This is an optimization exercise on Yosys and OpenROAD, whose aim is small area, not a production implementation. RTL that was checked went through simulation tests only; none was proved equivalent to the original. Only the layout flow was run in run 3; the RTL was not checked for function there. Power and IR drop assume default switching activity.

$ cat design/flow/config.mk
export PLATFORM = sky130hd
export DESIGN_NAME = sid_top
export DESIGN_NICKNAME = sid_top
export VERILOG_FILES = /design/flow/design.v
export SDC_FILE = /design/flow/constraint.sdc
export NUM_CORES = 4
export LEC_CHECK = 0
export CAP_MARGIN = 20
export CORE_MARGIN = 2
export CORE_UTILIZATION = 55
export CTS_BUF_LIST = sky130_fd_sc_hd__clkbuf_8
export CTS_CLUSTER_DIAMETER = 50
export CTS_CLUSTER_SIZE = 12
export GPL_TIMING_DRIVEN = 0
export SLEW_MARGIN = 20
$ cat design/flow/design.v
module SID_channels(
	input [15:0] freq1,
	input [15:0] freq2,
	input [15:0] freq3,
	input [11:0] pw1,
	input [11:0] pw2,
	input [11:0] pw3,
	input [7:0] ctrl_reg1,
	input [7:0] ctrl_reg2,
	input [7:0] ctrl_reg3,
	input [7:0] atk_dec1,
	input [7:0] atk_dec2,
	input [7:0] atk_dec3,
	input [7:0] sus_rel1,
	input [7:0] sus_rel2,
	input [7:0] sus_rel3,
	input clk,
	input clk_enable,
	input rst,
	input [2:0] clk_div,
	output reg [11:0] sample1,
	output reg [11:0] sample2,
	output reg [11:0] sample3,
	output reg [7:0] ch3_env
);
wire [1:0] curr_channel = clk_div[2:1];
reg [15:0] curr_freq;
reg [11:0] curr_pw;
reg [7:0] curr_ctrl_reg;
reg [7:0] curr_atk_dec;
reg [7:0] curr_sus_rel;
always @(*) begin
	case(curr_channel)
		0: begin
			curr_freq = freq1;
			curr_pw = pw1;
			curr_ctrl_reg = ctrl_reg1;
			curr_atk_dec = atk_dec1;
			curr_sus_rel = sus_rel1;
		end
		1: begin
			curr_freq = freq2;
			curr_pw = pw2;
			curr_ctrl_reg = ctrl_reg2;
			curr_atk_dec = atk_dec2;
			curr_sus_rel = sus_rel2;
		end
		default: begin
			curr_freq = freq3;
			curr_pw = pw3;
			curr_ctrl_reg = ctrl_reg3;
			curr_atk_dec = atk_dec3;
			curr_sus_rel = sus_rel3;
		end
	endcase
end
wire noise    = curr_ctrl_reg[7];
wire square   = curr_ctrl_reg[6];
wire sawtooth = curr_ctrl_reg[5];
wire triangle = curr_ctrl_reg[4];
wire test     = curr_ctrl_reg[3];
wire ringm    = curr_ctrl_reg[2];
wire sync     = curr_ctrl_reg[1];
wire gate     = curr_ctrl_reg[0];
wire [3:0] attack  = curr_atk_dec[7:4];
wire [3:0] decay   = curr_atk_dec[3:0];
wire [3:0] sustain = curr_sus_rel[7:4];
wire [3:0] releas  = curr_sus_rel[3:0];
reg [22:0] lfsr0, lfsr1, lfsr2;
reg [23:0] accum0, accum1, accum2;
reg [7:0]  env0, env1, env2;
reg [4:0]  expc0, expc1, expc2;
reg [14:0] envc0, envc1, envc2;
reg [1:0]  adsr0, adsr1, adsr2;
reg [4:0]  expp0, expp1, expp2;
reg ring_out;
reg sync_out;
wire [23:0] accum_next = accum0 + {8'h00, curr_freq};
wire lfsr_next = (lfsr0[22] ^ lfsr0[17]) | test;
wire [7:0] noise_sample = {lfsr0[20], lfsr0[18], lfsr0[14], lfsr0[11], lfsr0[9], lfsr0[5], lfsr0[2], lfsr0[0]};
wire pulse_sample = accum0[23:12] >= curr_pw;
wire [11:0] saw_sample = accum0[23:12];
wire [11:0] triangle_sample = {accum0[22:12], 1'b0} ^ {12{accum0[23]}} ^ {12{ringm && ring_out}};
wire [11:0] osc_sample = 
	(square ? {12{pulse_sample}} : 12'hFFF) &
	(sawtooth ? saw_sample : 12'hFFF) &
	(triangle ? triangle_sample : 12'hFFF) &
	(noise ? {noise_sample, 4'b0} : 12'hFFF);
wire [3:0] table_ptr = adsr0 == 'b01 ? attack : (adsr0 == 'b10 ? decay : releas);
reg [14:0] adsr_table;
always @(*) begin
	case(table_ptr)
	0:  adsr_table = 8;
	1:  adsr_table = 31;
	2:  adsr_table = 62;
	3:  adsr_table = 94;
	4:  adsr_table = 148;
	5:  adsr_table = 219;
	6:  adsr_table = 266;
	7:  adsr_table = 312;
	8:  adsr_table = 391;
	9:  adsr_table = 976;
	10: adsr_table = 1953;
	11: adsr_table = 3125;
	12: adsr_table = 3906;
	13: adsr_table = 11719;
	14: adsr_table = 19531;
	15: adsr_table = 31250;
	endcase
end
wire [19:0] mul_sample = osc_sample * env0;
wire env_top = envc0 == adsr_table;
wire [23:0] n_accum = (sync && sync_out) || test ? 24'h0 : accum_next;
wire [22:0] n_lfsr = (!test && !accum0[19] && accum_next[19]) ? {lfsr0[21:0], lfsr_next} : lfsr0;
wire [4:0] n_expc = expc0 == expp0 ? 5'h0 : expc0 + 5'h1;
reg [14:0] n_envc;
reg [1:0] n_adsr;
reg [7:0] n_env;
always @(*) begin
	n_envc = envc0;
	if(expc0 == 0 || adsr0 == 'b01) n_envc = envc0 + 1;
	if(env_top) n_envc = 0;
	n_adsr = adsr0;
	if(!gate) n_adsr = 'b11;
	n_env = env0;
	case(adsr0)
		'b01: begin
			if(env_top) n_env = env0 + 1;
			if(env0 == 255) n_adsr = 'b10;
		end
		'b10: begin
			if(env_top && env0 != {sustain, sustain}) n_env = env0 - 1;
		end
		'b11: begin
			if(env_top && env0 != 0) n_env = env0 - 1;
			if(gate) n_adsr = 'b01;
		end
		default: begin
		end
	endcase
end
reg [4:0] n_expp2;
always @(*) begin
	case(env2)
		8'hFF: n_expp2 = 5'h01;
		8'h5D: n_expp2 = 5'h02;
		8'h36: n_expp2 = 5'h04;
		8'h1A: n_expp2 = 5'h08;
		8'h0E: n_expp2 = 5'h10;
		8'h06: n_expp2 = 5'h1E;
		8'h00: n_expp2 = 5'h01;
		default: n_expp2 = expp2;
	endcase
end
always @(*) begin
	case(clk_div)
		1, 2: ch3_env = env1;
		3, 4: ch3_env = env0;
		default: ch3_env = env2;
	endcase
end
wire active = clk_enable && curr_channel != 3;
wire rotate = active && !clk_div[0];
wire upd_exp = active && clk_div[0];
always @(posedge clk) begin
	if(rst) begin
		lfsr0 <= 23'h7fffff; lfsr1 <= 23'h7fffff; lfsr2 <= 23'h7fffff;
		accum0 <= 24'h555555; accum1 <= 24'h555555; accum2 <= 24'h555555;
		adsr0 <= 'b11; adsr1 <= 'b11; adsr2 <= 'b11;
		expc0 <= 0; expc1 <= 0; expc2 <= 0;
		envc0 <= 0; envc1 <= 0; envc2 <= 0;
		env0 <= 0; env1 <= 0; env2 <= 0;
		expp0 <= 5'h01; expp1 <= 5'h01; expp2 <= 5'h01;
		ring_out <= 0;
		sync_out <= 0;
		sample1 <= 0;
		sample2 <= 0;
		sample3 <= 0;
	end else begin
		if(rotate) begin
			lfsr0 <= lfsr1; lfsr1 <= lfsr2; lfsr2 <= n_lfsr;
			accum0 <= accum1; accum1 <= accum2; accum2 <= n_accum;
			adsr0 <= adsr1; adsr1 <= adsr2; adsr2 <= n_adsr;
			expc0 <= expc1; expc1 <= expc2; expc2 <= n_expc;
			envc0 <= envc1; envc1 <= envc2; envc2 <= n_envc;
			env0 <= env1; env1 <= env2; env2 <= n_env;
			expp0 <= expp1; expp1 <= expp2; expp2 <= expp0;
			ring_out <= accum0[23];
			sync_out <= !accum0[23] && accum_next[23];
			case(curr_channel)
				0: sample1 <= mul_sample[19:8];
				1: sample2 <= mul_sample[19:8];
				default: sample3 <= mul_sample[19:8];
			endcase
		end
		if(upd_exp) expp2 <= n_expp2;
	end
end
endmodule
module SID_filter(
	output [14:0] sample_out,
	input [11:0] sample_1,
	input [11:0] sample_2,
	input [11:0] sample_3,
	input [10:0] reg_fc,
	input [7:0] res_filt,
	input [7:0] mode_vol,
	input clk,
	input clk_enable,
	input rst,
	input [2:0] filter_step,
	output sample_ready
);
reg [10:0] res_lut;
always @(*) begin
	case(res_filt[7:4])
		0: res_lut = 11'h5a8;
		1: res_lut = 11'h52b;
		2: res_lut = 11'h4c2;
		3: res_lut = 11'h468;
		4: res_lut = 11'h41b;
		5: res_lut = 11'h3d8;
		6: res_lut = 11'h39d;
		7: res_lut = 11'h368;
		8: res_lut = 11'h339;
		9: res_lut = 11'h30f;
		10: res_lut = 11'h2e9;
		11: res_lut = 11'h2c6;
		12: res_lut = 11'h2a7;
		13: res_lut = 11'h28a;
		14: res_lut = 11'h270;
		15: res_lut = 11'h257;
	endcase
end
wire filt_1 = res_filt[0];
wire filt_2 = res_filt[1];
wire filt_3 = res_filt[2];
wire three_off = mode_vol[7];
wire hp = mode_vol[6];
wire bp = mode_vol[5];
wire lp = mode_vol[4];
reg [14:0] sample_buff;
assign sample_out = sample_buff;
wire [14:0] filt_in = (filt_1 ? {3'b000, sample_1} : 15'h0000) + (filt_2 ? {3'b000, sample_2} : 15'h0000) + (filt_3 ? {3'b000, sample_3} : 15'h0000);
reg [25:0] high;
reg [31:0] band;
reg [25:0] low;
reg [15:0] sample_filtered;
wire step0 = filter_step == 0;
wire step2 = filter_step == 2;
wire [10:0] mul_a = step0 ? res_lut : reg_fc;
wire [31:0] mul_b = {band[31:26], step2 ? high : band[25:0]};
wire [31:0] prod = mul_a * mul_b;
wire [25:0] high_next = {{4{prod[31]}}, prod[31:10]} - low - {10'h000, filt_in, 1'b0};
wire [31:0] bl_in = step2 ? band : {6'h00, low};
wire [31:0] band_low_next = bl_in - {{20{prod[25]}}, prod[25:14]};
reg [15:0] sf_add;
always @(*) begin
	case(filter_step)
		1: sf_add = high[15:0];
		2: sf_add = low[15:0];
		default: sf_add = band[15:0];
	endcase
end
wire [15:0] sample_filtered_next = sample_filtered + sf_add;
assign sample_ready = step0;
wire [14:0] sample_buff_next = sample_buff + (filter_step == 1 ? {3'b000, sample_1} : (filter_step == 2 ? {3'b000, sample_2} : (filter_step == 7 ? sample_filtered[15:1] : {3'b000, sample_3})));
always @(posedge clk) begin
	if(rst) begin
		high        <= 0;
		band        <= 0;
		low         <= 0;
		sample_buff <= 0;
	end else if(clk_enable) begin
		case(filter_step)
			0: begin
				high <= high_next;
				sample_filtered <= 0;
				sample_buff <= 16384;
			end
			1: begin
				low <= band_low_next[25:0];
				if(hp) sample_filtered <= sample_filtered_next;
				if(!filt_1) sample_buff <= sample_buff_next;
			end
			2: begin
				band <= band_low_next;
				if(lp) sample_filtered <= sample_filtered_next;
				if(!filt_2) sample_buff <= sample_buff_next;
			end
			3: begin
				if(bp) sample_filtered <= sample_filtered_next;
				if(!filt_3 && !three_off) sample_buff <= sample_buff_next;
			end
			7: begin
				sample_buff <= sample_buff_next;
			end
			default: begin
			end
		endcase
	end
end
endmodule
`default_nettype none
module spi_dac_i(
	input [11:0] sample_in_1,
	input [11:0] sample_in_2,
	input clk,
	input rst,
	output reg spi_le,
	output reg spi_clk,
	output reg spi_dat_1,
	output reg spi_dat_2,
	input sample_ready
);
reg [11:0] spi_dat_buff_0;
reg [11:0] spi_dat_buff_1;
reg [4:0] counter;
wire wait_st = counter[4] && counter[3];
always @(posedge clk) begin
	if(rst) begin
		spi_le <= 1;
		spi_clk <= 0;
		spi_dat_1 <= 0;
		spi_dat_2 <= 0;
		counter <= 0;
		spi_dat_buff_0 <= 0;
		spi_dat_buff_1 <= 0;
	end else begin
		spi_le <= !wait_st;
		spi_clk <= !wait_st && counter[0];
		if(wait_st) begin
			spi_dat_buff_0 <= sample_in_1;
			spi_dat_buff_1 <= sample_in_2;
			if(sample_ready) counter <= 0;
		end else begin
			counter <= counter + 1;
			if(!counter[0]) begin
				spi_dat_1 <= spi_dat_buff_0[11];
				spi_dat_2 <= spi_dat_buff_1[11];
				spi_dat_buff_0 <= {spi_dat_buff_0[10:0], 1'b0};
				spi_dat_buff_1 <= {spi_dat_buff_1[10:0], 1'b0};
			end
		end
	end
end
endmodule
/*verilator lint_off WIDTH*/
`default_nettype none
module tt_um_rejunity_sn76489 #( parameter CHANNEL_OUTPUT_BITS = 10,
                                 parameter MASTER_OUTPUT_BITS = 8,
                                 parameter SPI_MASTER_OUTPUT_BITS = 12
) (
    input clk,
    input rst,
    input [7:0] data,
    input we,
    output [SPI_MASTER_OUTPUT_BITS-1:0] spi_master,
    input clk_enable,
    input clk_master_strobe
);
    localparam NUM_TONES = 3;
    localparam NUM_NOISES = 1;
    localparam ATTENUATION_CONTROL_BITS = 4;
    localparam FREQUENCY_COUNTER_BITS = 10;
    localparam NOISE_CONTROL_BITS = 3;
    localparam NUM_CHANNELS = NUM_TONES + NUM_NOISES;    
    reg [ATTENUATION_CONTROL_BITS-1:0]  control_attn[NUM_CHANNELS-1:0];
    reg [FREQUENCY_COUNTER_BITS-1:0]    control_tone_freq[NUM_TONES-1:0];
    reg [NOISE_CONTROL_BITS-1:0]        control_noise[NUM_NOISES-1:0];
    reg [2:0] latch_control_reg;
    reg restart_noise;
    always @(posedge clk) begin
        if (rst) begin
            control_attn[0] <= 4'b1111;
            control_attn[1] <= 4'b1111;
            control_attn[2] <= 4'b1111;
            control_attn[3] <= 4'b1111;
            control_tone_freq[0] <= 1;
            control_tone_freq[1] <= 1;
            control_tone_freq[2] <= 1;
            control_noise[0] <= 3'b100;
            latch_control_reg <= 0;
            restart_noise <= 0;
        end else if(clk_enable) begin
            restart_noise <= 0;
            if (we) begin
                if (data[7] == 1'b1) begin
                    case(data[6:4])
                        3'b000 : control_tone_freq[0][3:0] <= data[3:0];
                        3'b010 : control_tone_freq[1][3:0] <= data[3:0];
                        3'b100 : control_tone_freq[2][3:0] <= data[3:0];
                        3'b110 : 
                            begin 
                                control_noise[0] <= data[2:0];
                                restart_noise <= 1;
                            end
                        3'b001 : control_attn[0] <= data[3:0];
                        3'b011 : control_attn[1] <= data[3:0];
                        3'b101 : control_attn[2] <= data[3:0];
                        3'b111 : control_attn[3] <= data[3:0];
                        default : begin end
                    endcase
                    latch_control_reg <= data[6:4];
                end else begin
                    case(latch_control_reg)
                        3'b000 : control_tone_freq[0][9:4] <= data[5:0];
                        3'b010 : control_tone_freq[1][9:4] <= data[5:0];
                        3'b100 : control_tone_freq[2][9:4] <= data[5:0];
                        3'b001 : control_attn[0] <= data[3:0];
                        3'b011 : control_attn[1] <= data[3:0];
                        3'b101 : control_attn[2] <= data[3:0];
                        3'b111 : control_attn[3] <= data[3:0];
                        default : begin end
                    endcase
                end
            end
        end
    end
    wire                           channels [NUM_CHANNELS-1:0];
    wire [CHANNEL_OUTPUT_BITS-1:0] volumes  [NUM_CHANNELS-1:0];
    genvar i;
    generate
        for (i = 0; i < NUM_TONES; i = i + 1) begin : tone
            tone #(.COUNTER_BITS(FREQUENCY_COUNTER_BITS)) gen (
                .clk(clk),
                .enable(clk_master_strobe),
                .reset(rst),
                .compare(control_tone_freq[i]),
                .out(channels[i])
                );
        end
        for (i = 0; i < NUM_NOISES; i = i + 1) begin : noise
            noise #(.COUNTER_BITS(FREQUENCY_COUNTER_BITS)) gen (
                .clk(clk),
                .enable(clk_master_strobe),
                .reset(rst),
                .restart_noise(restart_noise),
                .control(control_noise[i]),
                .driven_by_tone(channels[NUM_TONES-1]),  
                .out(channels[NUM_TONES+i])
                );
        end
        for (i = 0; i < NUM_CHANNELS; i = i + 1) begin : chan
            attenuation #(.VOLUME_BITS(CHANNEL_OUTPUT_BITS)) attenuation (
                .in(channels[i]),
                .control(control_attn[i]),
                .out(volumes[i])
                );
        end
    endgenerate
    assign spi_master = volumes[0] + volumes[1] + volumes[2] + volumes[3];
endmodule
module attenuation #( parameter CONTROL_BITS = 4, parameter VOLUME_BITS = 14 ) (
    input  wire in,
    input  wire [CONTROL_BITS-1:0] control,
    output reg  [VOLUME_BITS-1:0] out
);
    always @(*) begin
        case(in ? control : 15)  
            0:  out = 1023;
            1:  out = 812;
            2:  out = 645;
            3:  out = 512;
            4:  out = 407;
            5:  out = 323;
            6:  out = 256;
            7:  out = 204;
            8:  out = 162;
            9:  out = 128;
            10: out = 102;
            11: out = 81;
            12: out = 64;
            13: out = 51;
            14: out = 40;
                default:
                    out = 0;
        endcase
    end
endmodule
/*verilator lint_off WIDTH*/
module noise #( parameter LFSR_BITS = 15, LFSR_TAP0 = 0, LFSR_TAP1 = 1, parameter COUNTER_BITS = 10 ) (
    input  wire clk,
    input  wire enable,
    input  wire reset,
    input  wire restart_noise,
    input  wire [2:0] control,
    input  wire driven_by_tone,
    output wire  out
);
    localparam SHIFT_RATE_0 = 16;  
    localparam SHIFT_RATE_1 = 32;  
    localparam SHIFT_RATE_2 = 64;  
    localparam SHIFT_RATE_MAX = SHIFT_RATE_2;
    wire is_white_noise = control[2];
    reg trigger;
    always @(*) begin
        case(control[1:0])
            2'b00:  trigger = counter[$clog2(SHIFT_RATE_0)];
            2'b01:  trigger = counter[$clog2(SHIFT_RATE_1)];
            2'b10:  trigger = counter[$clog2(SHIFT_RATE_2)];
            2'b11:  trigger = driven_by_tone;
        endcase
    end
    reg [$clog2(SHIFT_RATE_MAX):0] counter;
    always @(posedge clk) begin
        if (reset)
            counter <= 0;
        else
            if (enable)
                counter <= counter + 1'b1;
    end
    wire trigger_edge;
    signal_edge signal_edge(
        .clk(clk),
        .reset(reset),
        .signal(trigger),
        .on_posedge(trigger_edge)
    );
    wire reset_lfsr = reset | restart_noise;
    reg [LFSR_BITS-1:0] lfsr;
    always @(posedge clk) begin
        if (reset_lfsr)
            lfsr <= 1'b1 << (LFSR_BITS-1);
        else begin
            if (trigger_edge) begin
                if (is_white_noise) begin
                    lfsr <= {lfsr[LFSR_TAP0] ^ lfsr[LFSR_TAP1], lfsr[LFSR_BITS-1:1]};
                end else begin
                    lfsr <= {lfsr[LFSR_TAP0]                  , lfsr[LFSR_BITS-1:1]};
                end
            end
        end
    end
    assign out = lfsr[0];
endmodule
module signal_edge(
    input  wire clk,
    input  wire reset,
    input  wire signal,
    output wire on_posedge,
    output wire on_negedge,
    output wire on_edge
);
    reg previous_signal_state_0;
    reg previous_signal_state_1;
    always @(posedge clk) begin
        if (reset) begin
            previous_signal_state_0 <= 0;  
            previous_signal_state_1 <= 1;  
        end else begin
            previous_signal_state_0 <= signal;
            previous_signal_state_1 <= signal;
        end
    end
    assign on_edge    = on_posedge | on_negedge;
    assign on_posedge = (previous_signal_state_0 != signal &&  signal);
    assign on_negedge = (previous_signal_state_1 != signal && !signal);
endmodule
module tone #( parameter COUNTER_BITS = 10 ) (
    input  wire clk,
    input  wire enable,
    input  wire reset,
    input  wire [COUNTER_BITS-1:0]  compare,
    output wire out
);
    reg [COUNTER_BITS-1:0] counter;
    reg state;
    always @(posedge clk) begin
        if (reset) begin
            counter <= 1;
            state <= 0;
        end else begin
            if (enable) begin
                if (counter == 1) begin
                    counter <= compare;          
                    state <= ~state;             
                end else begin
                    counter <= counter - 1'b1;
                end
             end
        end
    end
    assign out = state;
endmodule
`default_nettype none
module sid_top(
	output DAC_clk,
	output DAC_le,
	output DAC_dat_1,
	output DAC_dat_2,
	input [5:0] addr,
	input [7:0] bus_in,
	output reg [7:0] bus_out,
	input bus_cyc,
	input bus_we,
	input clk,
	input rst
);
reg [7:0] read_res;
always @(*) begin
	case(addr)
		default: read_res = 8'h00;
		0: read_res = freq_1[7:0];
		1: read_res = freq_1[15:8];
		2: read_res = pw_1[7:0];
		3: read_res = {4'h0, pw_1[11:8]};
		4: read_res = ctrl_1;
		5: read_res = atk_dec_1;
		6: read_res = sus_rel_1;
		7: read_res = freq_2[7:0];
		8: read_res = freq_2[15:8];
		9: read_res = pw_2[7:0];
		10: read_res = {4'h0, pw_2[11:8]};
		11: read_res = ctrl_2;
		12: read_res = atk_dec_2;
		13: read_res = sus_rel_2;
		14: read_res = freq_3[7:0];
		15: read_res = freq_3[15:8];
		16: read_res = pw_3[7:0];
		17: read_res = {4'h0, pw_3[11:8]};
		18: read_res = ctrl_3;
		19: read_res = atk_dec_3;
		20: read_res = sus_rel_3;
		21: read_res = {5'h00, fc[2:0]};
		22: read_res = fc[10:3];
		23: read_res = res_filt;
		24: read_res = mode_vol;
		25: read_res = {6'h20, clk_trg};
		27: read_res = sample_3[11:4];
		28: read_res = ch3_env;
	endcase
end
reg [15:0] freq_1;
reg [11:0] pw_1;
reg [7:0]  ctrl_1;
reg [7:0]  atk_dec_1;
reg [7:0]  sus_rel_1;
reg [15:0] freq_2;
reg [11:0] pw_2;
reg [7:0]  ctrl_2;
reg [7:0]  atk_dec_2;
reg [7:0]  sus_rel_2;
reg [15:0] freq_3;
reg [11:0] pw_3;
reg [7:0]  ctrl_3;
reg [7:0]  atk_dec_3;
reg [7:0]  sus_rel_3;
reg [10:0] fc;
reg [7:0]  res_filt;
reg [7:0]  mode_vol;
wire [11:0] sample_1;
wire [11:0] sample_2;
wire [11:0] sample_3;
wire [7:0] ch3_env;
reg [1:0] clk_ctr;
reg [1:0] clk_trg;
reg [4:0] step_ctr;
wire enable = clk_trg == 0 || clk_ctr == clk_trg;
always @(posedge clk) begin
    if(rst) begin
        clk_ctr   <= 0;
        clk_trg   <= 0;
        step_ctr  <= 0;
        freq_1    <= 0;
        pw_1      <= 12'h800;
        ctrl_1    <= 0;
        atk_dec_1 <= 0;
        sus_rel_1 <= 0;
        freq_2    <= 0;
        pw_2      <= 12'h800;
        ctrl_2    <= 0;
        atk_dec_2 <= 0;
        sus_rel_2 <= 0;
        freq_3    <= 0;
        pw_3      <= 12'h800;
        ctrl_3    <= 0;
        atk_dec_3 <= 0;
        sus_rel_3 <= 0;
        fc        <= 0;
        res_filt  <= 0;
        mode_vol  <= 0;
        bus_out   <= 0;
    end else begin
        if(enable) clk_ctr <= 0;
        else clk_ctr <= clk_ctr + 1;
        if(enable) step_ctr <= step_ctr + 1;
        if(bus_cyc) bus_out <= read_res;
        if(bus_cyc && bus_we) begin
            case(addr)
                0:  freq_1[7:0]  <= bus_in;
                1:  freq_1[15:8] <= bus_in;
                2:  pw_1[7:0]    <= bus_in;
                3:  pw_1[11:8]   <= bus_in[3:0];
                4:  ctrl_1       <= bus_in;
                5:  atk_dec_1    <= bus_in;
                6:  sus_rel_1    <= bus_in;
                7:  freq_2[7:0]  <= bus_in;
                8:  freq_2[15:8] <= bus_in;
                9:  pw_2[7:0]    <= bus_in;
                10: pw_2[11:8]   <= bus_in[3:0];
                11: ctrl_2       <= bus_in;
                12: atk_dec_2    <= bus_in;
                13: sus_rel_2    <= bus_in;
                14: freq_3[7:0]  <= bus_in;
                15: freq_3[15:8] <= bus_in;
                16: pw_3[7:0]    <= bus_in;
                17: pw_3[11:8]   <= bus_in[3:0];
                18: ctrl_3       <= bus_in;
                19: atk_dec_3    <= bus_in;
                20: sus_rel_3    <= bus_in;
                21: fc[2:0]      <= bus_in[2:0];
                22: fc[10:3]     <= bus_in;
                23: res_filt     <= bus_in;
                24: mode_vol     <= bus_in;
                25: clk_trg      <= bus_in[1:0];
                default: begin
                end
            endcase
        end
    end
end
SID_channels channels(
    .freq1(freq_1),
    .freq2(freq_2),
    .freq3(freq_3),
    .pw1(pw_1),
    .pw2(pw_2),
    .pw3(pw_3),
    .ctrl_reg1(ctrl_1),
    .ctrl_reg2(ctrl_2),
    .ctrl_reg3(ctrl_3),
    .atk_dec1(atk_dec_1),
    .atk_dec2(atk_dec_2),
    .atk_dec3(atk_dec_3),
    .sus_rel1(sus_rel_1),
    .sus_rel2(sus_rel_2),
    .sus_rel3(sus_rel_3),
    .clk(clk),
    .clk_enable(enable),
    .rst(rst),
    .clk_div(step_ctr[2:0]),
    .sample1(sample_1),
    .sample2(sample_2),
    .sample3(sample_3),
    .ch3_env(ch3_env)
);
wire [14:0] full_sample_1;
wire sample_ready;
SID_filter filters(
    .sample_out(full_sample_1),
    .sample_1(sample_1),
    .sample_2(sample_2),
    .sample_3(sample_3),
    .reg_fc(fc),
    .res_filt(res_filt),
    .mode_vol(mode_vol),
    .clk(clk),
    .clk_enable(enable),
    .rst(rst),
    .filter_step(step_ctr[2:0]),
    .sample_ready(sample_ready)
);
wire [11:0] full_sample_2;
spi_dac_i spi_dac_i(
    .sample_in_1(full_sample_1[14:3]),
    .sample_in_2(full_sample_2),
    .clk(clk),
    .rst(rst),
    .spi_le(DAC_le),
    .spi_clk(DAC_clk),
    .spi_dat_1(DAC_dat_1),
    .spi_dat_2(DAC_dat_2),
    .sample_ready(sample_ready)
);
tt_um_rejunity_sn76489 tt_um_rejunity_sn76489(
    .clk(clk),
    .rst(rst),
    .data(bus_in),
    .we(bus_cyc && bus_we && addr == 31),
    .spi_master(full_sample_2),
    .clk_enable(enable),
    .clk_master_strobe(step_ctr == 0)
);
endmodule
$ cat design/flow/run.sh
#!/bin/bash
# synth_recipe.tcl (not shown) runs the flow's synth.tcl, then flattens the netlist and writes it again
# the make line also repeats each setting of config.mk as NAME=value (left out here)
make -C /OpenROAD-flow-scripts/flow DESIGN_CONFIG=/design/flow/config.mk WORK_HOME=/design/flow/orfs CLKGATE_MAP_FILE= SYNTH_SCRIPT=/design/flow/synth_recipe.tcl finish
$ cat design/flow/constraint.sdc
create_clock -name core_clock -period 15.0 [get_ports {clk}]
set_input_delay 3.0000 -clock core_clock [delete_from_list [all_inputs] [get_ports {clk}]]
set_output_delay 3.0000 -clock core_clock [all_outputs]
set_load 0.01 [all_outputs]
==> results of run 1 <==
cells in the final DEF (no fill, tap or decap), types with 18 or more instances in the layout:
master and count:
sky130_fd_sc_hd__a221oi_1 21, sky130_fd_sc_hd__or2_2 18, sky130_fd_sc_hd__a22oi_1 100, sky130_fd_sc_hd__mux2_2 24
sky130_fd_sc_hd__a21o_1 51, sky130_fd_sc_hd__o21a_1 22, sky130_fd_sc_hd__ha_1 273, sky130_fd_sc_hd__buf_1 28
sky130_fd_sc_hd__nand4_1 36, sky130_fd_sc_hd__o211ai_1 42, sky130_fd_sc_hd__dfxtp_1 736, sky130_fd_sc_hd__and3_1 60
sky130_fd_sc_hd__clkdlybuf4s50_1 23, sky130_fd_sc_hd__nand2b_1 41, sky130_fd_sc_hd__a21oi_1 613, sky130_fd_sc_hd__nand3_1 175
sky130_fd_sc_hd__fa_1 320, sky130_fd_sc_hd__o22ai_1 34, sky130_fd_sc_hd__and2_1 59, sky130_fd_sc_hd__or3_1 21
sky130_fd_sc_hd__a22o_1 35, sky130_fd_sc_hd__inv_1 440, sky130_fd_sc_hd__o31ai_1 18, sky130_fd_sc_hd__nand2_1 1553
sky130_fd_sc_hd__o21ai_0 164, sky130_fd_sc_hd__o21bai_1 29, sky130_fd_sc_hd__clkbuf_8 103, sky130_fd_sc_hd__nor2b_1 35
sky130_fd_sc_hd__mux2i_1 232, sky130_fd_sc_hd__xor2_1 83, sky130_fd_sc_hd__clkbuf_1 325, sky130_fd_sc_hd__nor3_1 96
sky130_fd_sc_hd__a31oi_1 23, sky130_fd_sc_hd__xnor2_1 149, sky130_fd_sc_hd__nor2_1 505, sky130_fd_sc_hd__a211oi_1 69
power breakdown:
group	internal [W]	switching, W
Clock	0.000866	0.000896
Sequential	0.00216	0.000168
Combinational	0.00148	0.00239
Total	0.00451	0.00346
stage by stage:
stage	utilization	instances
6_report	0.5986	8142
5_1_grt	0.5985	8137
4_1_cts	0.5980	8132
3_5_place_dp	0.5755	7971
3_3_place_gp	0.5742	7965
2_1_floorplan	-	6677
worst max path at each step:
stage | startpoint | endpoint | slack (ns) | cells after the start
final | step_ctr[1] | filters.high[25] | 0.85 | 47
after global routing | step_ctr[1] | filters.band[25] | 0.20 | 43
after CTS | step_ctr[1] | filters.high[25] | 1.16 | 44
after detailed placement | step_ctr[1] | filters.band[25] | 1.21 | 43
after global placement | step_ctr[1] | filters.band[25] | 1.23 | 43
after floorplan | step_ctr[1] | filters.high[25] | 4.27 | 46
worst reg2reg max path: cells and delay by family, from the launching register on:
kind	cells	cell delay [ns]
buffers and inverters	10	3.27
AOI/OAI and AO/OA	15	3.45
and+or+nand+nor	11	2.37
DFF	1	0.51
xor gates and xnor gates	2	0.61
adders and majority gates	9	3.86
cells by family after synthesis:
group / count (synthesis)
xor gates and xnor gates: 234
muxes: 282
AOI/OAI and AO/OA: 1335
and+or+nand+nor: 2664
DFF: 752
buffers and inverters: 817
adders and majority gates: 593
per-layer routing:
| layer | share of wire | routed length [µm] | vias up |
|---|---|---|---|
| met5 | 0.00044 | 86 | - |
| met4 | 0.049 | 9528 | 6 |
| met3 | 0.10 | 20290 | 479 |
| met2 | 0.42 | 83290 | 2592 |
| met1 | 0.42 | 83240 | 24060 |
| li1 | - | - | 22700 |
cell type report:
cell class / count / area, µm²
diodes: 9 / 22.52
fillers: 8991 / 38140
plain buffers: 376 / 1470
multi-input cells: 5108 / 34500
clock inverters: 58 / 711.9
clock buffers: 103 / 1418
inverters: 441 / 1655
well taps: 1265 / 1583
repair buffers: 30 / 296.5
flip-flops and latches: 752 / 15210
==> impl_summary.txt, run 1 <==
----------------------------------------------------
[Worst hold path]
  Worst hold path cell count ... 2
  Path class of the lowest-slack min-delay path ... register to register
  Sink of the worst hold path ... channels.expc0[4]
  Start point of the worst hold path ... channels.expc1[4]

[Placement]
  Count of buffers from port buffering ... 23
  Post-placement cell area ... 0.05468 mm²
  Setup slack at placement ... 1.205 ns
  HPWL after detailed placement ... 152300 µm
  RD Place Congestion ... 1.047

[Logic synthesis]
  Synthesis warning total ... 15
  Most used standard cell by instance count after synthesis ... sky130_fd_sc_hd__nand2_1
  Register bit total from synthesis ... 752
  Most used flip-flop cell after synthesis ... sky130_fd_sc_hd__dfxtp_1
  Fraction of the mapped netlist area in compound gates ... 0.1564
  Synth Area in XOR/XNOR ... 0.03929
  Multiplexer share of the synthesized area ... 0.05734
  Number of flops mapped to enable cells by yosys ... 16
  Cell types with the highest counts after synthesis ... sky130_fd_sc_hd__nand2_1 (1553), sky130_fd_sc_hd__dfxtp_1 (736), sky130_fd_sc_hd__a21oi_1 (613)
  Cell variety after synth ... 93
  Syn Inst Count ... 6677
  Top cells by area, synth ... sky130_fd_sc_hd__dfxtp_1 (28%), sky130_fd_sc_hd__fa_1 (12%), sky130_fd_sc_hd__nand2_1 (11%)
  Cell accounting for the most synthesized area ... sky130_fd_sc_hd__dfxtp_1
  Largest family of logic cells by synthesized area ... simple AND/OR/NAND/NOR gates
  Post-synthesis net count ... 7288
  Synthesized area per cell ... 7.899 µm²
  Area fraction of the dominant cell type after synthesis ... 0.2794
  Post-synth design cell area ... 0.05274 mm²
  Ys async rst share ... 0
  Simple logic cell fraction of the synthesized area ... 0.2132
  Sequential element share of the synthesized area ... 0.2885
  Post-synthesis share of cell area spent on full adders, half adders and majority gates ... 0.1862

[Timing]
  Clock period minus worst slack ... 14.15 ns
  Relative max-transition margin ... 0.1255
  Final setup margin ... 0.8485 ns
  Maximum clock rate ... 0.07066 GHz
  Final setup violation count ... 0
  Sum Neg Setup Slack ... 0 ns
  Final Slew Violations ... 0
  Unrepaired setup endpoints after global routing ... no
  Post-Route Skew ... 0.05727 ns
  Part of the cycle the worst path needs ... 0.9434
  Final hold slack ... 0.4490 ns
  Slew at the pin with the worst max-slew slack ... 1.312 ns
  Total count of hold-check failures in the final report ... 0

[GRT]
  First-pass GRT wire length ... 292300 µm
  Pin count of the biggest net entering global routing ... 15
  Gr usage total ... 0.3924
  Met2 track demand over resource ... 0.5853
  Via count of the first global-routing pass ... 46430
  Busiest layer in global routing ... met2
  Antenna violations before repair ... 6
  Global-route track usage on met1 ... 0.5541
  Overflow left after global routing ... 0
  Met3 usage in global routing ... 0.07369

[Clock tree]
  Post_cts resized ... 0
  Clock transition at path regs ... 0.10 ns
  Clock latency reported for the late side of the worst-skew pair ... 0.81 ns
  CTS tree ... yes
  Buffer count from post-CTS setup fixing ... 0
  CTS max path bufs ... 3
  Number of H-tree levels ... 3
  TritonCTS Sinks ... 752
  Number of CTS-inserted buffers ... 95
  Post-CTS Hold Fix Bufs ... 0
  Clock Root Buffer ... sky130_fd_sc_hd__clkbuf_8

[Worst setup path]
  Worst setup SP type ... register
  Most common cell type on the critical path ... sky130_fd_sc_hd__fa_1
  CP delay by family, top ... adder cells
  Crit path kind ... register to register
  Cell with the largest stage delay on the worst path ... sky130_fd_sc_hd__buf_1
  Critical path required time ... 15.69 ns
  Worst reg2reg startpoint ... step_ctr[1]
  Critical Path Sink Type ... register
  Maximum cell stage delay along the critical path ... 0.85 ns
  R2R depth ... 47
  Endpoint of the worst-slack reg-to-reg timing path ... filters.high[25]
  Crit path max fanout ... 10
  Endpoint arrival time on the critical path ... 14.84 ns
  Critical path buffer and inverter count ... 10
  Setup slack of the most critical reg-to-reg path ... 0.85 ns

[Routing]
  Via/cell ratio ... 6.121
  Number of vias in the routed layout ... 49840
  Residual DRC count ... 0
  Number of antenna-violating nets in the routed design ... 0
  Pre-antenna DRT Iters ... 8
  Routed wirelength normalized by instance count ... 24.13 µm
  Violation count after the first detailed-route iteration ... 5567
  Post-detailed-routing wire length ... 196400 µm

[Power]
  Leakage power figure ... 23.38 nW
  Overall Power ... 0.007962 W
  Highest ir drop seen on vdd ... 0.0001011 V
  PwrDens ... 140.0 mW/mm²

[Floorplanning]
  Die height ... 313.7 µm
  Die ar. ... 0.09839 mm²
  Starting utilization of the core area ... 0.5551
  Row count ... 113
  Width of the die ... 313.7 µm
  Number of placed I/O pins ... 30
  Core Area ... 0.09501 mm²

[Layout]
  Largest Register ... filters.band
  Total number of nets in the final design ... 7415
  Number of flip-flops under the largest register name ... 32
  Biggest registers after layout ... filters.band: 32 flops, tt_um_rejunity_sn76489.control_tone_freq: 30 flops, tt_um_rejunity_sn76489.tone.gen.counter: 30 flops
  Fraction of layout cells with a size suffix above 1 ... 0.04135
  Area growth from synthesis to layout ... 7.838%
  Final standard cell area without fillers ... 0.05687 mm²

[Job]
  Number of maximum-capacitance violations ... 0

[Run status]
  Run status ... timing/DRC/antenna clean

----------------------------------------------------
==> run 2, diff against run 1 <==
==> design/flow/config.mk (replaced) <==
export PLATFORM = sky130hd
export DESIGN_NAME = sid_top
export DESIGN_NICKNAME = sid_top
export VERILOG_FILES = /design/flow/design.v
export SDC_FILE = /design/flow/constraint.sdc
export NUM_CORES = 4
export LEC_CHECK = 0
export CAP_MARGIN = 20
export CORE_MARGIN = 2
export CORE_UTILIZATION = 40
export SLEW_MARGIN = 20
==> run 2 against run 1 <==
  * Setup slack better by 2.3 ns
  * First-iteration DRC count decreased by 25%
  * Area after synthesis is the same
  * Hold slack worse by 0.016 ns
  * Register-to-register slack better by 2.3 ns
  * Cell count rose by 2.2%
  * Sequential power about the same
  * Combinational power decreased by 5%
  * Clock power rose by 28%
  * Flip-flop and latch count unchanged
  * Clock-buffer cell count grew 17
  * Clock skew decreased by 0.0064 ns
  * Largest cell class unchanged
  * Largest power group unchanged
==> impl_summary.txt, run 2 <==
----------------------------------------------------
[Routing]
  Number of antenna-violating nets in the routed design ... 0
  Pre-antenna DRT Iters ... 8
  Number of vias in the routed layout ... 45930
  Via/cell ratio ... 5.521
  Violation count after the first detailed-route iteration ... 4198
  Post-detailed-routing wire length ... 159900 µm
  Residual DRC count ... 0
  Routed wirelength normalized by instance count ... 19.22 µm

[Worst setup path]
  Cell with the largest stage delay on the worst path ... sky130_fd_sc_hd__dfxtp_2
  Crit path max fanout ... 31
  End of the critical path ... filters.band[25]
  Start point of the critical path ... step_ctr[1]
  Maximum cell stage delay along the critical path ... 1.02 ns
  Setup slack of the most critical reg-to-reg path ... 3.15 ns
  Endpoint arrival time on the critical path ... 12.46 ns
  Endpoint of the worst-slack reg-to-reg timing path ... filters.band[25]
  Worst setup SP type ... register
  Crit path kind ... register to register
  Critical path required time ... 15.61 ns
  Most common cell type on the critical path ... sky130_fd_sc_hd__fa_1
  Critical Path Sink Type ... register
  Worst reg2reg startpoint ... step_ctr[1]
  R2R depth ... 36

[Timing]
  Unrepaired setup endpoints after global routing ... no
  Slew at the pin with the worst max-slew slack ... 1.201 ns
  Final setup margin ... 3.148 ns
  Clock period minus worst slack ... 11.85 ns
  Final Slew Violations ... 0
  Part of the cycle the worst path needs ... 0.7901
  Final setup violation count ... 0
  Post-Route Skew ... 0.05090 ns
  Relative max-transition margin ... 0.1931
  Total count of hold-check failures in the final report ... 0
  Sum Neg Setup Slack ... 0 ns
  Maximum clock rate ... 0.08437 GHz

[GRT]
  Antenna violations before repair ... 4
  Via count of the first global-routing pass ... 43510
  Pin count of the biggest net entering global routing ... 119
  Overflow left after global routing ... 0
  Gr usage total ... 0.2329
  First-pass GRT wire length ... 251000 µm

[Logic synthesis]
  Cell variety after synth ... 93
  Synthesized area per cell ... 7.899 µm²
  Cell types with the highest counts after synthesis ... sky130_fd_sc_hd__nand2_1 (1553), sky130_fd_sc_hd__dfxtp_1 (736), sky130_fd_sc_hd__a21oi_1 (613)
  Cell accounting for the most synthesized area ... sky130_fd_sc_hd__dfxtp_1
  Most used standard cell by instance count after synthesis ... sky130_fd_sc_hd__nand2_1
  Most used flip-flop cell after synthesis ... sky130_fd_sc_hd__dfxtp_1
  Synthesis warning total ... 15
  Ys async rst share ... 0
  Syn Inst Count ... 6677
  Register bit total from synthesis ... 752
  Sequential element share of the synthesized area ... 0.2885
  Post-synth design cell area ... 0.05274 mm²
  Number of flops mapped to enable cells by yosys ... 16
  Area fraction of the dominant cell type after synthesis ... 0.2794
  Top cells by area, synth ... sky130_fd_sc_hd__dfxtp_1 (28%), sky130_fd_sc_hd__fa_1 (12%), sky130_fd_sc_hd__nand2_1 (11%)
  Post-synthesis net count ... 7288

[Power]
  PwrDens ... 144.4 mW/mm²
  Highest ir drop seen on vdd ... 0.0001603 V
  Leakage power figure ... 23.66 nW

[Layout]
  Total number of nets in the final design ... 7106
  Area occupied by multi-input gates ... 0.03449 mm²
  Sequential cell area ... 0.01522 mm²
  Fraction of layout cells with a size suffix above 1 ... 0.04952
  Most common cell after layout, fill and taps aside ... sky130_fd_sc_hd__nand2_1
  Biggest registers after layout ... filters.band: 32 flops, tt_um_rejunity_sn76489.control_tone_freq: 30 flops, tt_um_rejunity_sn76489.tone.gen.counter: 30 flops
  Largest Register ... filters.band
  End-of-flow core utilization ... 0.4381
  Leading cell types in the layout, fill and taps excluded ... sky130_fd_sc_hd__nand2_1 (1552), sky130_fd_sc_hd__dfxtp_1 (734), sky130_fd_sc_hd__a21oi_1 (613)
  Number of flip-flops under the largest register name ... 32
  Layout Cells excl Fill ... 8319
  Fillers ... 13300
  Area growth from synthesis to layout ... 8.918%

[Clock tree]
  CTS max path bufs ... 3
  Number of H-tree levels ... 3
  Buffer count from post-CTS setup fixing ... 0
  Clock latency reported for the late side of the worst-skew pair ... 0.69 ns
  Post_cts resized ... 0
  Clock transition at path regs ... 0.06 ns
  CTS tree ... yes
  Clock Root Buffer ... sky130_fd_sc_hd__clkbuf_16
  TritonCTS Sinks ... 752
  Number of CTS-inserted buffers ... 83
  Post-CTS Hold Fix Bufs ... 0

[Placement]
  DP Cell Count ... 8165
  Count of buffers from port buffering ... 29
  Setup slack at placement ... 3.397 ns
  RD Place Congestion ... 0.9878
  HPWL after detailed placement ... 116800 µm

[Worst hold path]
  Path class of the lowest-slack min-delay path ... register to register
  Start point of the worst hold path ... channels.expc2[3]

[Floorplanning]
  Die ar. ... 0.1348 mm²
  Starting utilization of the core area ... 0.4022
  Die height ... 367.1 µm
  Core Area ... 0.1311 mm²
  Number of placed I/O pins ... 30
  Width of the die ... 367.1 µm
  Row count ... 133

[Run status]
  Run status ... timing/DRC/antenna clean

[Job]
  Number of maximum-capacitance violations ... 0

----------------------------------------------------
run 2: stage by stage:
step                      total power [W]  hold slack [ns]  cell area, µm²
after floorplan                  0.005146           0.4312           52740
after CTS                        0.008299           0.4436           57430
after global placement           0.005986           0.4345           54410
final                            0.008295           0.4325           57440
after detailed placement         0.006012           0.4409           54410
after global routing             0.008868           0.4675           57440
run 2: area by class of cell:
class | count | area share
antenna | 1 | 0.00004356
clock buffer | 120 | 0.04284
clock inverter | 33 | 0.009649
inverter | 441 | 0.02886
multi-input combinational | 5108 | 0.6003
sequential | 752 | 0.2649
tap | 1755 | 0.03823
timing repair buffer | 109 | 0.01514
run 2: cells by family (layout without fill, tap and decap cells):
logic type               count (synthesis)  after routing  share of synthesized area
flip-flops                             752            752                     0.2885
XOR/XNOR                               234            234                    0.03929
AO/OA/AOI/OAI                         1335           1335                     0.1564
other                                    0              1                          0
multiplexers                           282            282                    0.05734
adder cells (fa/ha/maj)                593            593                     0.1862
buffers and inverters                  817            703                    0.05912
AND/OR/NAND/NOR                       2664           2664                     0.2132
run 2: per-layer routing:
| metal | up-vias | GRT usage | wire (µm) |
|---|---|---|---|
| met5 | - | 0 | 13 |
| met4 | 2 | 0.08819 | 6115 |
| met3 | 321 | 0.03798 | 11070 |
| met2 | 1421 | 0.3627 | 70990 |
| met1 | 22100 | 0.3230 | 71740 |
| li1 | 22090 | - | - |
run 2: worst max-delay path, delay by kind of cell (launching register included):
family | cells | cell delay, ns
buffers and inverters | 3 | 0.60
multiplexers | 1 | 0.72
adder cells (fa/ha/maj) | 8 | 3.41
flip-flops | 1 | 1.02
AND/OR/NAND/NOR | 9 | 2.00
XOR/XNOR | 1 | 0.23
AO/OA/AOI/OAI | 14 | 3.71
run 2: worst min path at each step:
stage / endpoint / slack (ns) / depth (start not counted)
6_report: channels.expc1[3] / 0.43 / 2
5_1_grt: channels.accum1[21] / 0.47 / 2
4_1_cts: channels.expc1[3] / 0.44 / 2
3_5_place_dp: channels.envc1[7] / 0.44 / 2
3_3_place_gp: channels.accum1[5] / 0.43 / 2
2_1_floorplan: channels.accum1[21] / 0.43 / 2
run 2: power breakdown:
part	switching (W)	internal, W
Clock	0.000907	0.00136
Sequential	0.000183	0.00216
Combinational	0.00222	0.00147
==> run 3, diff against run 2 <==
--- a/design/flow/design.v
+++ b/design/flow/design.v
@@ -73,13 +73,21 @@
 reg [14:0] envc0, envc1, envc2;
 reg [1:0]  adsr0, adsr1, adsr2;
-reg [4:0]  expp0, expp1, expp2;
+reg [2:0]  expp0, expp1, expp2;
+reg rf0, rf1, rf2;
+wire [22:0] c_lfsr  = rf0 ? 23'h7fffff : lfsr0;
+wire [23:0] c_accum = rf0 ? 24'h555555 : accum0;
+wire [7:0]  c_env   = rf0 ? 8'h00 : env0;
+wire [4:0]  c_expc  = rf0 ? 5'h00 : expc0;
+wire [14:0] c_envc  = rf0 ? 15'h0000 : envc0;
+wire [1:0]  c_adsr  = rf0 ? 'b11 : adsr0;
+wire [2:0]  c_expp  = rf0 ? 3'd0 : expp0;
 reg ring_out;
 reg sync_out;
-wire [23:0] accum_next = accum0 + {8'h00, curr_freq};
-wire lfsr_next = (lfsr0[22] ^ lfsr0[17]) | test;
-wire [7:0] noise_sample = {lfsr0[20], lfsr0[18], lfsr0[14], lfsr0[11], lfsr0[9], lfsr0[5], lfsr0[2], lfsr0[0]};
-wire pulse_sample = accum0[23:12] >= curr_pw;
-wire [11:0] saw_sample = accum0[23:12];
-wire [11:0] triangle_sample = {accum0[22:12], 1'b0} ^ {12{accum0[23]}} ^ {12{ringm && ring_out}};
+wire [23:0] accum_next = c_accum + {8'h00, curr_freq};
+wire lfsr_next = (c_lfsr[22] ^ c_lfsr[17]) | test;
+wire [7:0] noise_sample = {c_lfsr[20], c_lfsr[18], c_lfsr[14], c_lfsr[11], c_lfsr[9], c_lfsr[5], c_lfsr[2], c_lfsr[0]};
+wire pulse_sample = c_accum[23:12] >= curr_pw;
+wire [11:0] saw_sample = c_accum[23:12];
+wire [11:0] triangle_sample = {c_accum[22:12], 1'b0} ^ {12{c_accum[23]}} ^ {12{ringm && ring_out}};
 wire [11:0] osc_sample = 
 	(square ? {12{pulse_sample}} : 12'hFFF) &
@@ -87,5 +95,5 @@
 	(triangle ? triangle_sample : 12'hFFF) &
 	(noise ? {noise_sample, 4'b0} : 12'hFFF);
-wire [3:0] table_ptr = adsr0 == 'b01 ? attack : (adsr0 == 'b10 ? decay : releas);
+wire [3:0] table_ptr = c_adsr == 'b01 ? attack : (c_adsr == 'b10 ? decay : releas);
 reg [14:0] adsr_table;
 always @(*) begin
@@ -109,29 +117,40 @@
 	endcase
 end
-wire [19:0] mul_sample = osc_sample * env0;
-wire env_top = envc0 == adsr_table;
+wire [19:0] mul_sample = osc_sample * c_env;
+wire env_top = c_envc == adsr_table;
 wire [23:0] n_accum = (sync && sync_out) || test ? 24'h0 : accum_next;
-wire [22:0] n_lfsr = (!test && !accum0[19] && accum_next[19]) ? {lfsr0[21:0], lfsr_next} : lfsr0;
-wire [4:0] n_expc = expc0 == expp0 ? 5'h0 : expc0 + 5'h1;
+wire [22:0] n_lfsr = (!test && !c_accum[19] && accum_next[19]) ? {c_lfsr[21:0], lfsr_next} : c_lfsr;
+reg [4:0] exp_period;
+always @(*) begin
+	case(c_expp)
+		0: exp_period = 5'h01;
+		1: exp_period = 5'h02;
+		2: exp_period = 5'h04;
+		3: exp_period = 5'h08;
+		4: exp_period = 5'h10;
+		default: exp_period = 5'h1E;
+	endcase
+end
+wire [4:0] n_expc = c_expc == exp_period ? 5'h0 : c_expc + 5'h1;
 reg [14:0] n_envc;
 reg [1:0] n_adsr;
 reg [7:0] n_env;
 always @(*) begin
-	n_envc = envc0;
-	if(expc0 == 0 || adsr0 == 'b01) n_envc = envc0 + 1;
+	n_envc = c_envc;
+	if(c_expc == 0 || c_adsr == 'b01) n_envc = c_envc + 1;
 	if(env_top) n_envc = 0;
-	n_adsr = adsr0;
+	n_adsr = c_adsr;
 	if(!gate) n_adsr = 'b11;
-	n_env = env0;
-	case(adsr0)
+	n_env = c_env;
+	case(c_adsr)
 		'b01: begin
-			if(env_top) n_env = env0 + 1;
-			if(env0 == 255) n_adsr = 'b10;
+			if(env_top) n_env = c_env + 1;
+			if(c_env == 255) n_adsr = 'b10;
 		end
 		'b10: begin
-			if(env_top && env0 != {sustain, sustain}) n_env = env0 - 1;
+			if(env_top && c_env != {sustain, sustain}) n_env = c_env - 1;
 		end
 		'b11: begin
-			if(env_top && env0 != 0) n_env = env0 - 1;
+			if(env_top && c_env != 0) n_env = c_env - 1;
 			if(gate) n_adsr = 'b01;
 		end
@@ -140,14 +159,14 @@
 	endcase
 end
-reg [4:0] n_expp2;
+reg [2:0] n_expp2;
 always @(*) begin
 	case(env2)
-		8'hFF: n_expp2 = 5'h01;
-		8'h5D: n_expp2 = 5'h02;
-		8'h36: n_expp2 = 5'h04;
-		8'h1A: n_expp2 = 5'h08;
-		8'h0E: n_expp2 = 5'h10;
-		8'h06: n_expp2 = 5'h1E;
-		8'h00: n_expp2 = 5'h01;
+		8'hFF: n_expp2 = 3'd0;
+		8'h5D: n_expp2 = 3'd1;
+		8'h36: n_expp2 = 3'd2;
+		8'h1A: n_expp2 = 3'd3;
+		8'h0E: n_expp2 = 3'd4;
+		8'h06: n_expp2 = 3'd5;
+		8'h00: n_expp2 = 3'd0;
 		default: n_expp2 = expp2;
 	endcase
@@ -155,7 +174,7 @@
 always @(*) begin
 	case(clk_div)
-		1, 2: ch3_env = env1;
-		3, 4: ch3_env = env0;
-		default: ch3_env = env2;
+		1, 2: ch3_env = rf1 ? 8'h00 : env1;
+		3, 4: ch3_env = rf0 ? 8'h00 : env0;
+		default: ch3_env = rf2 ? 8'h00 : env2;
 	endcase
 end
@@ -165,11 +184,5 @@
 always @(posedge clk) begin
 	if(rst) begin
-		lfsr0 <= 23'h7fffff; lfsr1 <= 23'h7fffff; lfsr2 <= 23'h7fffff;
-		accum0 <= 24'h555555; accum1 <= 24'h555555; accum2 <= 24'h555555;
-		adsr0 <= 'b11; adsr1 <= 'b11; adsr2 <= 'b11;
-		expc0 <= 0; expc1 <= 0; expc2 <= 0;
-		envc0 <= 0; envc1 <= 0; envc2 <= 0;
-		env0 <= 0; env1 <= 0; env2 <= 0;
-		expp0 <= 5'h01; expp1 <= 5'h01; expp2 <= 5'h01;
+		rf0 <= 1; rf1 <= 1; rf2 <= 1;
 		ring_out <= 0;
 		sync_out <= 0;
@@ -179,4 +192,18 @@
 	end else begin
 		if(rotate) begin
+			rf0 <= rf1; rf1 <= rf2; rf2 <= 0;
+			ring_out <= c_accum[23];
+			sync_out <= !c_accum[23] && accum_next[23];
+			case(curr_channel)
+				0: sample1 <= mul_sample[19:8];
+				1: sample2 <= mul_sample[19:8];
+				default: sample3 <= mul_sample[19:8];
+			endcase
+		end
+	end
+end
+always @(posedge clk) begin
+	if(!rst) begin
+		if(rotate) begin
 			lfsr0 <= lfsr1; lfsr1 <= lfsr2; lfsr2 <= n_lfsr;
 			accum0 <= accum1; accum1 <= accum2; accum2 <= n_accum;
@@ -185,12 +212,5 @@
 			envc0 <= envc1; envc1 <= envc2; envc2 <= n_envc;
 			env0 <= env1; env1 <= env2; env2 <= n_env;
-			expp0 <= expp1; expp1 <= expp2; expp2 <= expp0;
-			ring_out <= accum0[23];
-			sync_out <= !accum0[23] && accum_next[23];
-			case(curr_channel)
-				0: sample1 <= mul_sample[19:8];
-				1: sample2 <= mul_sample[19:8];
-				default: sample3 <= mul_sample[19:8];
-			endcase
+			expp0 <= expp1; expp1 <= expp2; expp2 <= c_expp;
 		end
 		if(upd_exp) expp2 <= n_expp2;
@@ -212,7 +232,25 @@
 	output sample_ready
 );
+wire filt_1 = res_filt[0];
+wire filt_2 = res_filt[1];
+wire filt_3 = res_filt[2];
+wire three_off = mode_vol[7];
+wire hp = mode_vol[6];
+wire bp = mode_vol[5];
+wire lp = mode_vol[4];
+reg [14:0] sample_buff;
+assign sample_out = sample_buff;
+wire [14:0] filt_in = (filt_1 ? {3'b000, sample_1} : 15'h0000) + (filt_2 ? {3'b000, sample_2} : 15'h0000) + (filt_3 ? {3'b000, sample_3} : 15'h0000);
+reg [25:0] high;
+reg [31:0] band;
+reg [25:0] low;
+reg [15:0] sample_filtered;
+reg [3:0]  res_c;    
+reg [10:0] fc_c;     
+reg hp_c, bp_c;
+reg [25:0] acc;
 reg [10:0] res_lut;
 always @(*) begin
-	case(res_filt[7:4])
+	case(res_c)
 		0: res_lut = 11'h5a8;
 		1: res_lut = 11'h52b;
@@ -233,64 +271,59 @@
 	endcase
 end
-wire filt_1 = res_filt[0];
-wire filt_2 = res_filt[1];
-wire filt_3 = res_filt[2];
-wire three_off = mode_vol[7];
-wire hp = mode_vol[6];
-wire bp = mode_vol[5];
-wire lp = mode_vol[4];
-reg [14:0] sample_buff;
-assign sample_out = sample_buff;
-wire [14:0] filt_in = (filt_1 ? {3'b000, sample_1} : 15'h0000) + (filt_2 ? {3'b000, sample_2} : 15'h0000) + (filt_3 ? {3'b000, sample_3} : 15'h0000);
-reg [25:0] high;
-reg [31:0] band;
-reg [25:0] low;
-reg [15:0] sample_filtered;
-wire step0 = filter_step == 0;
-wire step2 = filter_step == 2;
-wire [10:0] mul_a = step0 ? res_lut : reg_fc;
-wire [31:0] mul_b = {band[31:26], step2 ? high : band[25:0]};
-wire [31:0] prod = mul_a * mul_b;
-wire [25:0] high_next = {{4{prod[31]}}, prod[31:10]} - low - {10'h000, filt_in, 1'b0};
-wire [31:0] bl_in = step2 ? band : {6'h00, low};
-wire [31:0] band_low_next = bl_in - {{20{prod[25]}}, prod[25:14]};
-reg [15:0] sf_add;
+reg [5:0] digit;
 always @(*) begin
 	case(filter_step)
-		1: sf_add = high[15:0];
-		2: sf_add = low[15:0];
-		default: sf_add = band[15:0];
+		1: digit = {1'b0, reg_fc[10:6]};
+		3: digit = {1'b0, res_lut[10:6]};
+		4: digit = res_lut[5:0];
+		5: digit = {1'b0, fc_c[10:6]};
+		default: digit = fc_c[5:0];
 	endcase
 end
-wire [15:0] sample_filtered_next = sample_filtered + sf_add;
-assign sample_ready = step0;
+wire second = !filter_step[0];    
+wire [31:0] mul_b = {band[31:26], filter_step[2] && filter_step[1] || filter_step == 5 ? high : band[25:0]};
+wire [31:0] prod = (second ? {acc, 6'h00} : 32'h0) + digit * mul_b;
+wire [25:0] high_next = {{4{prod[31]}}, prod[31:10]} - high;
+wire [31:0] bl_in = filter_step[2] ? band : {6'h00, low};
+wire [31:0] band_low_next = bl_in - {{20{prod[25]}}, prod[25:14]};
+wire [15:0] sample_filtered_next = sample_filtered + (filter_step == 4 ? high_next[15:0] : band_low_next[15:0]);
+assign sample_ready = filter_step == 0;
 wire [14:0] sample_buff_next = sample_buff + (filter_step == 1 ? {3'b000, sample_1} : (filter_step == 2 ? {3'b000, sample_2} : (filter_step == 7 ? sample_filtered[15:1] : {3'b000, sample_3})));
 always @(posedge clk) begin
 	if(rst) begin
-		high        <= 0;
 		band        <= 0;
 		low         <= 0;
-		sample_buff <= 0;
 	end else if(clk_enable) begin
+		if(!second) acc <= prod[25:0];
 		case(filter_step)
 			0: begin
-				high <= high_next;
+				high <= {11'h000, filt_in, 1'b0} + low;
+				res_c <= res_filt[7:4];
 				sample_filtered <= 0;
 				sample_buff <= 16384;
 			end
 			1: begin
-				low <= band_low_next[25:0];
-				if(hp) sample_filtered <= sample_filtered_next;
+				fc_c[5:0] <= reg_fc[5:0];
+				hp_c <= hp;
 				if(!filt_1) sample_buff <= sample_buff_next;
 			end
 			2: begin
-				band <= band_low_next;
+				fc_c <= reg_fc;
+				low <= band_low_next[25:0];
 				if(lp) sample_filtered <= sample_filtered_next;
 				if(!filt_2) sample_buff <= sample_buff_next;
 			end
 			3: begin
-				if(bp) sample_filtered <= sample_filtered_next;
+				bp_c <= bp;
 				if(!filt_3 && !three_off) sample_buff <= sample_buff_next;
 			end
+			4: begin
+				high <= high_next;
+				if(hp_c) sample_filtered <= sample_filtered_next;
+			end
+			6: begin
+				band <= band_low_next;
+				if(bp_c) sample_filtered <= sample_filtered_next;
+			end
 			7: begin
 				sample_buff <= sample_buff_next;
--- a/design/flow/config.mk
+++ b/design/flow/config.mk
@@ -9,3 +9,6 @@
 export CORE_MARGIN = 2
 export CORE_UTILIZATION = 40
+export CTS_BUF_LIST = sky130_fd_sc_hd__clkbuf_8
+export CTS_CLUSTER_DIAMETER = 60
+export CTS_CLUSTER_SIZE = 18
 export SLEW_MARGIN = 20
==> run 3 against run 2 <==
  * Still clean on timing, DRC and antenna
  * Power shrank 30%
  * Flip-flop and latch count increased by 40
  * Combinational power shrank 58%
  * Die area fell by 1.9%
  * Critical path depth rose by 5
  * First-iteration DRC count decreased by 3.0%
  * Area after synthesis decreased by 1.9%
  * Core utilization decreased by 0.18 points
  * Register-to-register slack worse by 0.05 ns
  * Critical path type unchanged
  * Highest routed layer is now met4
==> impl_summary.txt, run 3 <==
----------------------------------------------------
[Run status]
  Run status ... timing/DRC/antenna clean

[Layout]
  Leading cell types in the layout, fill and taps excluded ... sky130_fd_sc_hd__nand2_1 (964), sky130_fd_sc_hd__nor2_1 (629), sky130_fd_sc_hd__a21oi_1 (540)
  Fillers ... 12570
  Area growth from synthesis to layout ... 7.971%
  Layout Cells excl Fill ... 7599
  Largest Register ... filters.band
  Total number of nets in the final design ... 6320
  Fraction of layout cells with a size suffix above 1 ... 0.05932
  Number of flip-flops under the largest register name ... 32
  Most common cell after layout, fill and taps aside ... sky130_fd_sc_hd__nand2_1
  Biggest registers after layout ... filters.band: 32 flops, tt_um_rejunity_sn76489.control_tone_freq: 30 flops, tt_um_rejunity_sn76489.tone.gen.counter: 30 flops
  Final standard cell area without fillers ... 0.05584 mm²

[Logic synthesis]
  Number of flops mapped to enable cells by yosys ... 340
  Register bit total from synthesis ... 792
  Cell variety after synth ... 96
  Cell accounting for the most synthesized area ... sky130_fd_sc_hd__edfxtp_1
  Sequential element share of the synthesized area ... 0.3724
  Most used standard cell by instance count after synthesis ... sky130_fd_sc_hd__nand2_1
  Top cells by area, synth ... sky130_fd_sc_hd__edfxtp_1 (20%), sky130_fd_sc_hd__dfxtp_1 (17%), sky130_fd_sc_hd__fa_1 (8.7%)
  Syn Inst Count ... 5885
  Post-synthesis net count ... 6411
  Most used flip-flop cell after synthesis ... sky130_fd_sc_hd__dfxtp_1
  Cell types with the highest counts after synthesis ... sky130_fd_sc_hd__nand2_1 (964), sky130_fd_sc_hd__nor2_1 (634), sky130_fd_sc_hd__a21oi_1 (540)
  Synthesized area per cell ... 8.788 µm²
  Area fraction of the dominant cell type after synthesis ... 0.1974
  Ys async rst share ... 0
  Synthesis warning total ... 15
  Post-synth design cell area ... 0.05172 mm²

[Clock tree]
  Clock transition at path regs ... 0.11 ns
  Post_cts resized ... 0
  TritonCTS Sinks ... 792
  CTS max path bufs ... 3
  Post-CTS Hold Fix Bufs ... 0
  Number of H-tree levels ... 3
  CTS tree ... yes
  Clock latency reported for the late side of the worst-skew pair ... 0.81 ns
  Number of CTS-inserted buffers ... 85
  Clock Root Buffer ... sky130_fd_sc_hd__clkbuf_8
  Buffer count from post-CTS setup fixing ... 0

[Worst setup path]
  Endpoint arrival time on the critical path ... 12.42 ns
  Setup slack of the most critical reg-to-reg path ... 3.09 ns
  Endpoint of the worst-slack reg-to-reg timing path ... filters.sample_filtered[15]
  R2R depth ... 41
  Worst reg2reg startpoint ... step_ctr[2]
  Critical Path Sink Type ... register
  Cell with the largest stage delay on the worst path ... sky130_fd_sc_hd__dfxtp_4
  Start point of the critical path ... step_ctr[2]
  Worst setup SP type ... register
  Most common cell type on the critical path ... sky130_fd_sc_hd__o21ai_0
  Critical path required time ... 15.52 ns
  Maximum cell stage delay along the critical path ... 0.93 ns
  Crit path max fanout ... 75
  Crit path kind ... register to register
  End of the critical path ... filters.sample_filtered[15]

[Routing]
  Pre-antenna DRT Iters ... 9
  Violation count after the first detailed-route iteration ... 4073
  Residual DRC count ... 0
  Via/cell ratio ... 5.572
  Post-detailed-routing wire length ... 155400 µm
  Number of antenna-violating nets in the routed design ... 0
  Number of vias in the routed layout ... 42340
  Routed wirelength normalized by instance count ... 20.45 µm

[Power]
  Highest ir drop seen on vdd ... 0.0001065 V
  PwrDens ... 103.5 mW/mm²
  Leakage power figure ... 21.51 nW
  Overall Power ... 0.005778 W

[Placement]
  Post-placement cell area ... 0.05373 mm²
  DP Cell Count ... 7435
  HPWL after detailed placement ... 111600 µm
  RD Place Congestion ... 0.9545
  Setup slack at placement ... 3.346 ns
  Count of buffers from port buffering ... 29

[Timing]
  Unrepaired setup endpoints after global routing ... no
  Sum Neg Setup Slack ... 0 ns
  Final setup margin ... 3.094 ns
  Final setup violation count ... 0
  Slew at the pin with the worst max-slew slack ... 1.272 ns
  Part of the cycle the worst path needs ... 0.7938
  Total count of hold-check failures in the final report ... 0
  Relative max-transition margin ... 0.1483
  Post-Route Skew ... 0.07291 ns
  Maximum clock rate ... 0.08399 GHz
  Final Slew Violations ... 0
  Clock period minus worst slack ... 11.91 ns

[GRT]
  First-pass GRT wire length ... 239600 µm
  Pin count of the biggest net entering global routing ... 203
  Via count of the first global-routing pass ... 40280
  Overflow left after global routing ... 0
  Antenna violations before repair ... 3
  Gr usage total ... 0.2316

[Floorplanning]
  Core Area ... 0.1280 mm²
  Number of placed I/O pins ... 30
  Starting utilization of the core area ... 0.4040
  Width of the die ... 363.6 µm
  Die ar. ... 0.1322 mm²
  Die height ... 363.6 µm
  Row count ... 131

[Worst hold path]
  Path class of the lowest-slack min-delay path ... register to register

[Job]
  Number of maximum-capacitance violations ... 0

----------------------------------------------------
run 3: cell count changes after synthesis, sizes merged, moves of 69 or more:
cell    change
a21oi      -75
clkbuf     -94
dfxtp     -284
edfxtp    +324
fa         -96
inv        -92
mux2i      -69
nand2     -589
nor2      +128
run 3: kinds of logic after synthesis:
logic type / Yosys count / share of synthesized area
AO/OA/AOI/OAI: 1288 / 0.1560
XOR/XNOR: 232 / 0.03943
adder cells (fa/ha/maj): 508 / 0.1554
buffers and inverters: 623 / 0.04589
flip-flops: 792 / 0.3724
multiplexers: 212 / 0.04243
AND/OR/NAND/NOR: 2230 / 0.1885
run 3: per-stage QoR:
step | hold WS, ns | util
final | 0.4057 | 0.4362
after CTS | 0.4084 | 0.4360
after global routing | 0.4155 | 0.4362
after floorplan | 0.4003 | -
after detailed placement | 0.4045 | 0.4197
after global placement | 0.4003 | 0.4196
run 3: metal layers:
layer	up-vias	GRT usage	wire, µm
li1	20190	-	-
met1	20410	0.3161	68640
met2	1450	0.3711	70750
met3	289	0.03726	10230
met4	0	0.08226	5777
met5	-	0	0
run 3: worst min path at each step:
stage	slack [ns]	to	cells after the start	startpoint
3_5_place_dp	0.40	channels.accum0[19]	0	channels.accum1[19]
5_1_grt	0.42	channels.adsr1[0]	0	channels.adsr2[0]
4_1_cts	0.41	channels.adsr1[0]	0	channels.adsr2[0]
2_1_floorplan	0.40	channels.accum0[0]	0	channels.accum1[0]
6_report	0.41	channels.adsr1[0]	0	channels.adsr2[0]
3_3_place_gp	0.40	channels.envc0[11]	0	channels.envc1[11]
run 3: where the power goes:
group	leakage (nW)	switching (W)	internal, W
combinational	13.9	0.000977	0.000575
sequential	6.59	0.000110	0.00237
clock	1.04	0.000961	0.000782
run 3: critical path, delay by kind of cell (launching register included):
family | cells | cell delay, ns
simple gates | 9 | 1.59
fa+ha+maj | 7 | 2.85
flops | 1 | 0.93
mux | 1 | 0.39
xor+xnor | 4 | 0.82
compound gates | 18 | 4.33
buf+inv | 2 | 0.66
run 3: cell type report:
type,count,area (µm²),area share
well taps,1729,2163,0.03874
multi-input cells,4470,30210,0.5409
flip-flops and latches,792,19270,0.3451
clock buffers,88,1211,0.02169
diodes,4,10.01,0.0001792
inverters,348,1306,0.02339
clock inverters,71,872.1,0.01562
repair buffers,97,802.0,0.01436

static timing again, ports no longer ideal:
No port has a modelled driver above. Below, the same layouts with a new extraction and two added sets of constraints. Step 1 (the two cells are an assumption about what drives the block):
set clk [get_ports {clk}]
set_driving_cell -lib_cell sky130_fd_sc_hd__clkbuf_16 $clk
set_driving_cell -lib_cell sky130_fd_sc_hd__buf_2 [delete_from_list [all_inputs] $clk]
Step 2 moves the port delays by t, midway between the first and last clock arrival at a register: inputs arrive t later, outputs are due t later. That takes back most of the time a late clock gives input paths. Slacks: ideal ports / drivers / drivers and shift; pairs: ideal ports / drivers.
| run | t, ns | setup slack, ns | hold WS [ns] | clock arrival spread, ns | cell pins on the clock port's net |
|---|---|---|---|---|---|
| run 1 | 0.857 | 0.848 / 0.848 / 0.848 | 0.449 / 0.449 / 0.449 | 0.061 / 0.061 | 1 |
| run 2 | 0.754 | 3.148 / 3.148 / 3.148 | 0.433 / 0.433 / 0.433 | 0.054 / 0.053 | 1 |
| run 3 | 0.853 | 3.094 / 3.094 / 3.094 | 0.406 / 0.406 / 0.406 | 0.086 / 0.086 | 1 |
After both steps setup and hold are still met in every run listed.
